From an optimization exercise on the open Yosys and OpenROAD flow, aimed at small area; shortcuts taken in it are not production practice.
Function was checked by simulation only, so behaviour that the tests miss may differ from the original.
No activity file was given, so power comes from the tool's default toggle rates.

## run 1
==> flow/design.v <==
module sensory_neuron(clk, rst, distance, start, wnext);
	input clk, rst, start;
	input [6:0] distance;
	output [6:0] wnext;
	reg [6:0] d1;
	reg [99:0] na, nb;
	wire [99:0] m;
	genvar k;
	generate
		for (k = 0; k < 100; k = k + 1) begin : g_match
			assign m[k] = ~rst & (d1 == k + 2);
		end
	endgenerate
	always @(posedge clk) begin
		d1 <= distance;
		na <= nb & ((~na & {100{~rst}}) | m);
		nb <= ~na & ((nb & {100{~rst}}) | {100{start & ~rst}});
	end
	wire fire = |(na & nb & m);
	assign wnext = fire ? d1 : 7'd0;
endmodule
module direction_ganglion(clk, rst, wnext, start, asc_flat, dsc_flat, colr1);
	input clk, rst, start;
	input [6:0] wnext;
	output reg [6:0] asc_flat, dsc_flat;
	output reg colr1;
	localparam [3:0] G0 = 4'd0, G1 = 4'd1, G3 = 4'd2, G4 = 4'd3,
	                 G5 = 4'd4, G6 = 4'd5, G7 = 4'd6, G8 = 4'd7;
	reg [3:0] st;
	reg [6:0] ascnt, dscnt, dR;
	reg gt, lt;
	always @(posedge clk) begin
		if (rst) begin
			st <= G0;
			asc_flat <= 7'd0;
			dsc_flat <= 7'd0;
			colr1 <= 1'b0;
		end else begin
			if (st[3])
				st <= (st == 4'b1111) ? G3 : st + 4'd1;
			else case (st)
				G0: st <= start ? G1 : G0;
				G1: st <= 4'b1000;
				G3: st <= G4;
				G4: st <= gt ? G5 : lt ? G6 : 4'b1000;
				G5, G6: st <= start ? 4'b1000 : G7;
				G7: st <= G8;
				default: st <= G0;
			endcase
			if (st == G7) begin
				asc_flat <= ascnt;
				dsc_flat <= dscnt;
				colr1 <= 1'b1;
			end
		end
		if ((st == G0 && start) || st == 4'b1111)
			dR <= wnext;
		if (st == 4'b1111) begin
			gt <= dR > wnext;
			lt <= dR < wnext;
		end
		if (st == G0) begin
			ascnt <= 7'd0;
			dscnt <= 7'd0;
		end
		if (st == G5)
			dscnt <= dscnt + 7'd1;
		if (st == G6)
			ascnt <= ascnt + 7'd1;
	end
endmodule
module inter_neuron(clk, rst, mode, flat, v);
	input clk, rst, mode;
	input [6:0] flat;
	output reg [19:0] v;
	reg [1:0] us;
	reg [6:0] fReg;
	reg [1:0] pc;
	reg [4:0] pidx;
	reg hit;
	reg [4:0] hidx;
	integer i;
	always @(*) begin
		hit = 1'b0;
		hidx = 5'd0;
		for (i = 0; i < 20; i = i + 1)
			if (fReg == 7'd100 - 7'd5 * i) begin
				hit = 1'b1;
				hidx = i;
			end
	end
	wire event_ = (us == 2'd2) & hit;
	reg [19:0] lower;
	always @(*) begin
		lower[0] = 1'b0;
		for (i = 1; i < 20; i = i + 1)
			lower[i] = lower[i-1] | v[i-1];
	end
	always @(posedge clk) begin
		if (rst) begin
			us <= 2'd0;
			pc <= 2'd0;
			v <= 20'd0;
		end else begin
			case (us)
				2'd0: us <= mode ? 2'd0 : 2'd1;
				2'd1: us <= 2'd2;
				default: us <= 2'd0;
			endcase
			if (event_)
				pc <= 2'd1;
			else if (pc != 2'd0)
				pc <= pc + 2'd1;
			if (pc == 2'd3)
				for (i = 0; i < 20; i = i + 1)
					if (pidx == i && !lower[i])
						v[i] <= 1'b1;
		end
		if (us == 2'd1)
			fReg <= flat;
		if (event_)
			pidx <= hidx;
	end
endmodule
module memory_neuron(v, rAddr1, rAddr2, th1, dot1, th2, dot2);
	input [19:0] v;
	input [4:0] rAddr1, rAddr2;
	output [6:0] th1, th2;
	output [4:0] dot1, dot2;
	wire h1 = (rAddr1 < 5'd20) && v[rAddr1];
	wire h2 = (rAddr2 < 5'd20) && v[rAddr2];
	assign th1 = h1 ? 7'd100 - 7'd5 * rAddr1 : 7'd0;
	assign th2 = h2 ? 7'd100 - 7'd5 * rAddr2 : 7'd0;
	assign dot1 = h1 ? rAddr1 : 5'd0;
	assign dot2 = h2 ? rAddr2 : 5'd0;
endmodule
module intelligent_stimuli_comparison_unit(clk, rst, E, asc, dsc, mode, th1, dot1, th2, dot2,
	colr1, colr, oe, dot_m, r_Addr1, r_Addr2);
	input clk, rst, E, mode, colr1;
	input [6:0] asc, dsc, th1, th2;
	input [4:0] dot1, dot2;
	output reg colr, oe;
	output reg [4:0] dot_m;
	output reg [4:0] r_Addr1, r_Addr2;
	localparam [4:0] S0 = 5'd0, S1 = 5'd1, S2 = 5'd2, S3 = 5'd3, S4 = 5'd4, S5 = 5'd5,
	                 S6 = 5'd6, S7 = 5'd7, S8 = 5'd8, S9 = 5'd9, S10 = 5'd10, S11 = 5'd11,
	                 S12 = 5'd12, S13 = 5'd13, S14 = 5'd14, S15 = 5'd15, S16 = 5'd16,
	                 S17 = 5'd17, S18 = 5'd18, S19 = 5'd19, S20 = 5'd20, S21 = 5'd21,
	                 S22 = 5'd22, S23 = 5'd23, S24 = 5'd24;
	reg [4:0] state, nextstate;
	reg [7:0] ascReg, dscReg, remReg1, remReg2;
	reg [2:0] cnt;
	reg colrHold, oeHold;
	reg [4:0] dot_mHold;
	wire a1lo = r_Addr1 < 5'd20;
	wire a2lo = r_Addr2 < 5'd20;
	wire cdone = cnt[2] & cnt[0];	 
	wire counting = (state == S8) | (state == S14) | (state == S19) | (state == S21) | (state == S24);
	always @(*) begin
		nextstate = state;
		colr = colrHold;
		oe = oeHold;
		dot_m = dot_mHold;
		case (state)
			S0: nextstate = mode ? S1 : S0;
			S1: nextstate = E ? S2 : S3;
			S2: nextstate = S4;
			S3: nextstate = S17;
			S4: nextstate = a1lo ? S5 : a2lo ? S11 : S0;
			S5: nextstate = remReg1[7] ? S6 : (remReg1 == 8'd0) ? S8 : S9;
			S6: nextstate = S7;
			S7: nextstate = a1lo ? S5 : S11;
			S8: begin
				colr = colr1; dot_m = dot1; oe = 1'b1;
				nextstate = cdone ? S10 : S8;
			end
			S9: nextstate = S2;
			S10: begin
				oe = 1'b0;
				nextstate = a1lo ? S5 : S11;
			end
			S11: nextstate = remReg2[7] ? S12 : (remReg2 == 8'd0) ? S14 : S15;
			S12: nextstate = S13;
			S13: nextstate = a2lo ? S11 : S0;
			S14: begin
				colr = 1'b0; dot_m = dot2; oe = 1'b1;
				nextstate = cdone ? S16 : S14;
			end
			S15: nextstate = S4;
			S16: begin
				oe = 1'b0;
				nextstate = a2lo ? S11 : S0;
			end
			S17: begin
				oe = 1'b0;
				nextstate = (r_Addr1 != 5'd0) ? S18 : (r_Addr2 != 5'd0) ? S22 : S0;
			end
			S18: nextstate = remReg1[7] ? S20 : (remReg1 == 8'd0) ? S19 : S18;
			S19: begin
				colr = colr1; dot_m = dot1; oe = 1'b1;
				nextstate = cdone ? S22 : S19;
			end
			S20: begin
				colr = colr1; dot_m = dot1; oe = 1'b1;
				nextstate = S21;
			end
			S21: nextstate = (cdone && r_Addr1 != 5'd0) ? S17 : S21;
			S22: begin
				oe = 1'b0;
				nextstate = (remReg2 == 8'd0) ? S24 : S23;
			end
			S23: begin
				colr = 1'b0; dot_m = dot2; oe = 1'b1;
				nextstate = S21;
			end
			S24: begin
				colr = 1'b0; dot_m = dot2; oe = 1'b1;
				nextstate = cdone ? S0 : S24;
			end
			default: nextstate = state;
		endcase
	end
	always @(posedge clk) begin
		if (rst) begin
			state <= S0;
			colrHold <= 1'b0;
			oeHold <= 1'b0;
			dot_mHold <= 5'd0;
		end else begin
			state <= nextstate;
			colrHold <= colr;
			oeHold <= oe;
			dot_mHold <= dot_m;
		end
		cnt <= counting ? cnt + 3'd1 : 3'd0;
		if (state == S1) begin
			ascReg <= {1'b0, asc};
			dscReg <= {1'b0, dsc};
		end
		if (state == S9 || state == S20)
			ascReg <= remReg1;
		if (state == S15 || state == S23)
			dscReg <= remReg2;
		if (state == S4 || state == S17) begin
			remReg1 <= ascReg - {1'b0, th1};
			remReg2 <= dscReg - {1'b0, th2};
		end
		if (state == S2)
			{r_Addr1, r_Addr2} <= 10'd0;
		if (state == S3)
			{r_Addr1, r_Addr2} <= {5'd20, 5'd20};
		if (state == S6)
			r_Addr1 <= r_Addr1 + 5'd1;
		if (state == S20)
			r_Addr1 <= r_Addr1 - 5'd1;
		if (state == S12)
			r_Addr2 <= r_Addr2 + 5'd1;
		if (state == S15)
			r_Addr2 <= 5'd0;
		if (state == S23)
			r_Addr2 <= r_Addr2 - 5'd1;
	end
endmodule
module brain_m(clk, rst, distance, mode, start, E, color, OE, shape);
	input clk, rst, mode, start, E;
	input [6:0] distance;
	output color, OE;
	output [4:0] shape;
	wire [6:0] wnext, asc_flat, dsc_flat, th1, th2;
	wire [4:0] dot1, dot2, rAddr1, rAddr2;
	wire colr1;
	wire [19:0] v;
	sensory_neuron s(clk, rst, distance, start, wnext);
	direction_ganglion d(clk, rst, wnext, start, asc_flat, dsc_flat, colr1);
	inter_neuron in(clk, rst, mode, dsc_flat, v);
	memory_neuron m(v, rAddr1, rAddr2, th1, dot1, th2, dot2);
	intelligent_stimuli_comparison_unit iscu(clk, rst, E, asc_flat, dsc_flat, mode, th1, dot1, th2, dot2,
		colr1, color, OE, shape, rAddr1, rAddr2);
endmodule
Settings: LEC_CHECK=0, CAP_MARGIN=20, CORE_MARGIN=2, CORE_UTILIZATION=40, PLACE_DENSITY=0.6, SLEW_MARGIN=20; clock period 10.0 ns.
run.sh (not shown) runs the stock make flow with config.mk's settings and CLKGATE_MAP_FILE= SYNTH_SCRIPT=/design/flow/synth_recipe.tcl, a recipe that flattens the netlist after the stock synthesis.
## Diff of input files: run 2 against run 1
Settings: swapping 40 for 60 in CORE_UTILIZATION; putting CTS_BUF_LIST at sky130_fd_sc_hd__clkbuf_4 where nothing was set; putting ABC_AREA at 1 where nothing was set; swapping 0.6 for 0.7 in PLACE_DENSITY.
- In run 2, area fraction in and, or, nand and nor cells after synthesis is lower than in run 1.
- Cmp run 2 and run 1 / logic gate share of total power / higher: run 1
- The post-synthesis adder-cell area fraction on run 2 is in line with that on run 1.
- Setup slack in run 2 is larger than in run 1.
What run 3 does differently from run 2 at the input level:
Settings: CTS_BUF_LIST changed from sky130_fd_sc_hd__clkbuf_4 to sky130_fd_sc_hd__clkbuf_2 sky130_fd_sc_hd__clkbuf_4 sky130_fd_sc_hd__clkbuf_8; CTS_CLUSTER_SIZE newly set to 20; ABC_AREA removed (was 1); CTS_CLUSTER_DIAMETER newly set to 60.
--- outcome ---
From run 2 to run 3 the numbers moved as follows: pin count of the biggest net entering global routing has increased; count of nets after finishing has decreased; post-synthesis simple-gate area fraction has increased.

[static timing again, ports no longer ideal]
No port has a modelled driver above. Below, the same layouts with a new extraction and two added sets of constraints.
Step 1 (the two cells are an assumption about what drives the block):
set clk [get_ports {clk}]
set_driving_cell -lib_cell sky130_fd_sc_hd__clkbuf_16 $clk
set_driving_cell -lib_cell sky130_fd_sc_hd__buf_2 [delete_from_list [all_inputs] $clk]
Step 2 times the ports against the registers' clock, not the clock port: input delays grow and output delays shrink by t, the midpoint of the rising clock arrivals with the driver on.
Three values: ideal, step 1, step 2; two values: the first two.
| run | shift t [ns] | slack for setup (ns) | worst setup path after step 2 |
|---|---|---|---|
| run 1 | 0.586 | 4.211 / 4.160 / 4.373 | input to register |
| run 2 | 0.748 | 4.388 / 4.341 / 4.204 | input to register |
| run 3 | 0.621 | 4.148 / 4.107 / 3.707 | input to register |
After both steps every run listed still meets setup and hold. The setup slack of run 3, which loses most, moves by -0.041 ns with the drivers and by -0.441 ns with both steps.
